What follows belongs to an exercise in optimizing a design on an open flow for small area and a short achievable clock period; a production flow would make more cautious choices.
Function was checked by simulation only, so behaviour that the tests miss may differ from the original.
Power figures rest on the tool's default switching activity, not on a simulated workload.

## job 101
==> module systolic, before the edit <==
module systolic #(
  parameter int N       = 32,
  parameter int SCORE_W = 10
)(
  input  logic                         clk,
  input  logic                         rst_n,
  input  logic                         compute_en,
  input  logic                         clear_en,
  input  logic                         read_load_en,
  input  logic [N-1:0][1:0]            read_base_in,
  input  logic                         ref_valid_in,
  input  logic       [1:0]             ref_in,
  output logic [N-1:0][SCORE_W-1:0]    pe_score,
  output logic [N-1:0][1:0]            pe_dir,
  output logic [N-1:0]                 pe_valid
);
  function automatic integer sw(input integer i);
    integer k;
    begin
      sw = 1;
      for (k = 1; k < 16; k = k + 1)
        if ((1 << k) <= 9*(i+1)) sw = k + 1;
    end
  endfunction
  localparam int WM = sw(N-1);
  logic adv, keep;
  assign keep = rst_n & ~clear_en;         
  assign adv  = keep & compute_en;         
  logic [N-1:0][1:0] read_r, read_nx;
  always_comb begin
    for (int k = 0; k < N; k++)
      read_nx[k] = !rst_n ? 2'b0 : read_load_en ? read_base_in[k] : read_r[k];
  end
  always_ff @(posedge clk) read_r <= read_nx;
  logic [N-1:1][1:0] ref_r, ref_nx;
  logic [N-1:1]      v_r, v_nx;
  always_comb begin
    ref_nx[1] = keep ? ref_in : 2'b0;
    v_nx[1]   = keep & ref_valid_in;
    for (int k = 2; k < N; k++) begin
      ref_nx[k] = !keep ? 2'b0 : compute_en ? ref_r[k-1] : ref_r[k];
      v_nx[k]   = keep & (compute_en ? v_r[k-1] : v_r[k]);
    end
  end
  always_ff @(posedge clk) begin
    ref_r <= ref_nx;
    v_r   <= v_nx;
  end
  logic o1_9, o1_4;        
  logic m0, s0_9, s0_4;
  assign m0   = (ref_in == read_r[0]);
  assign s0_9 = ref_valid_in & m0;
  assign s0_4 = ref_valid_in & ~m0 & o1_9;
  always_ff @(posedge clk) begin
    o1_9 <= adv & s0_9;
    o1_4 <= adv & s0_4;
  end
  logic [N-1:0][WM-1:0] s_v, o1_v;
  logic [N-1:0][WM:0]   sm5_v;            
  logic [N-1:0][1:0]    dir_v;
  assign s_v[0]  = s0_9 ? WM'(9) : s0_4 ? WM'(4) : '0;
  assign dir_v[0] = s0_9 ? 2'd1 : s0_4 ? 2'd3 : 2'd0;
  assign o1_v[0] = o1_9 ? WM'(9) : o1_4 ? WM'(4) : '0;
  assign sm5_v[0] = s0_9 ? (WM+1)'(4) : s0_4 ? (WM+1)'((1 << (WM+1)) - 1)
                                             : (WM+1)'((1 << (WM+1)) - 5);
  logic [N-1:0][1:0] read_ld;
  logic [N-1:1]      m_adv, m_hold;
  always_comb begin
    for (int k = 0; k < N; k++)
      read_ld[k] = read_load_en ? read_base_in[k] : read_r[k];
    m_adv[1]  = (ref_in == read_ld[1]);
    m_hold[1] = m_adv[1];
    for (int k = 2; k < N; k++) begin
      m_adv[k]  = (ref_r[k-1] == read_ld[k]);
      m_hold[k] = (ref_r[k]   == read_ld[k]);
    end
  end
  genvar gi;
  generate
    for (gi = 1; gi < N; gi++) begin : g_pe
      localparam int W = sw(gi);
      logic [W-1:0] s, o1;
      logic [W:0]   sm5;
      logic [1:0]   dir;
      pe #(.W(W)) u_pe (
        .clk   (clk),
        .adv   (adv),
        .vnext (v_nx[gi]),
        .mnext (m_adv[gi]),
        .mhold (m_hold[gi]),
        .u     (W'(s_v[gi-1])),
        .um5   (sm5_v[gi-1][W:0]),
        .d     (W'(o1_v[gi-1])),
        .s     (s),
        .sm5   (sm5),
        .dir   (dir),
        .o1    (o1)
      );
      assign s_v[gi]   = WM'(s);
      assign o1_v[gi]  = WM'(o1);
      assign sm5_v[gi] = {{(WM-W){sm5[W]}}, sm5};
      assign dir_v[gi] = dir;
    end
  endgenerate
  generate
    for (gi = 0; gi < N; gi++) begin : g_out
      assign pe_score[gi] = compute_en ? SCORE_W'(s_v[gi]) : '0;
      assign pe_dir[gi]   = compute_en ? dir_v[gi] : 2'd0;
      assign pe_valid[gi] = (gi == 0) ? ref_valid_in : v_r[gi];
    end
  endgenerate
endmodule
clock: 11.0 ns
lec_check: 0
cap_margin: 20
core_margin: 2
core_utilization: 60
place_density: 0.7
setup_slack_margin: 5
slew_margin: 20
standard.sh (not shown) runs the stock make flow with config.mk's settings and CLKGATE_MAP_FILE= SYNTH_SCRIPT=/design/flow/synth_recipe.tcl, a recipe that flattens the netlist after the stock synthesis.
==> flow/flow/run.sh <==
#!/bin/bash
# Layout flow: the standard ORFS flow (standard.sh, unchanged synthesis),
# with these changes to how the layout is made:
#  - the port buffers are sky130_fd_sc_hd__buf_1 cells instead of the
#    default (a clock delay buffer), so timing repair can size them;
#  - clock tree: smaller clock buffers, larger sink clusters, no dummy loads.
# The full output of the flow goes to standard.log; ORFS keeps its own
# per-step logs under orfs/logs.
set -uo pipefail
MARGIN=${MARGIN:-5.5}
bash standard.sh "BUFFER_PORTS_ARGS=-buffer_cell sky130_fd_sc_hd__buf_1" \
  SETUP_SLACK_MARGIN=$MARGIN \
  "CTS_ARGS=-sink_clustering_enable -repair_clock_nets -dont_use_dummy_load -buf_list {sky130_fd_sc_hd__clkbuf_8} -sink_clustering_size 14 -sink_clustering_max_diameter 70" \
  finish > standard.log 2>&1
Job 101 reached the final stage; the timing, design-rule and antenna checks on its layout passed.
Edits applied to the flow inputs when going from job 101 to job 102:
diff --git a/flow/design.v b/flow/design.v
--- a/flow/design.v
+++ b/flow/design.v
@@ -115,10 +115,10 @@
   logic [N-1:1][1:0] ref_r, ref_nx;
   logic [N-1:1]      v_r, v_nx;
   always_comb begin
-    ref_nx[1] = keep ? ref_in : 2'b0;
+    ref_nx[1] = ref_in;
     v_nx[1]   = keep & ref_valid_in;
     for (int k = 2; k < N; k++) begin
-      ref_nx[k] = !keep ? 2'b0 : compute_en ? ref_r[k-1] : ref_r[k];
+      ref_nx[k] = compute_en ? ref_r[k-1] : ref_r[k];
       v_nx[k]   = keep & (compute_en ? v_r[k-1] : v_r[k]);
     end
   end
## What came out
- No stage failed in job 102, and the final checks on the layout all came back clean.
- Density: job 102 sparser than job 101
- Job 101 → job 102: cell area power density rose by 6.0%, final non-filler cell area fell by 600 µm².
- Per the comparison of job 102 with job 101, clock network power did not really move; initial standard-cell utilization of the core went down.
- Number of instances in the synthesized netlist: job 102 and job 101 compared, lower one is job 102
- Looking at job 102 and job 101, the maximum clock frequency is a wash.
- Changes observed in job 102 relative to job 101: number of synthesized flops with an enable pin has increased; worst setup slack has remained practically unchanged; ratio of final minimum period to clock period has remained practically unchanged; power consumption has increased; cell count has decreased.
- | post-route minimum period | job 102 vs job 101 | ≈ equal |
- A timing startpoint of the critical path of compute_en is what job 101 shows, while ref_in[0] belongs to job 102.
- Job 102 ended up with a lower critical path buffer and inverter count than job 101 did.

-- re-timing with driven ports --
In the flow no input, the clock included, has a driving cell. The finished layouts below were timed again as built, in two steps. Step 1: set_driving_cell puts a clkbuf_16 on clk and a buf_2 on each other input, an assumption about the parent block. Step 2 also shifts input and output timing later by t, the mid clock arrival at the registers, as if the neighbouring blocks saw the same clock. a / b / c = ideal ports / drivers / drivers and shift; a / b = the first two.
run | t, ns | setup slack, ns | hold WS [ns] | worst slew at a driven data input, ns | cell pins on the clock port's net
job 101 | 0.793 | 5.523 / 5.443 / 4.800 | 0.539 / 0.539 / 0.539 | 0.15 | 1
job 102 | 0.786 | 5.523 / 5.390 / 4.879 | 0.492 / 0.492 / 0.492 | 0.18 | 1
After both steps setup and hold are still met in every run listed. The setup slack of job 101, which loses most, moves by -0.080 ns with the drivers and by -0.723 ns with both steps.
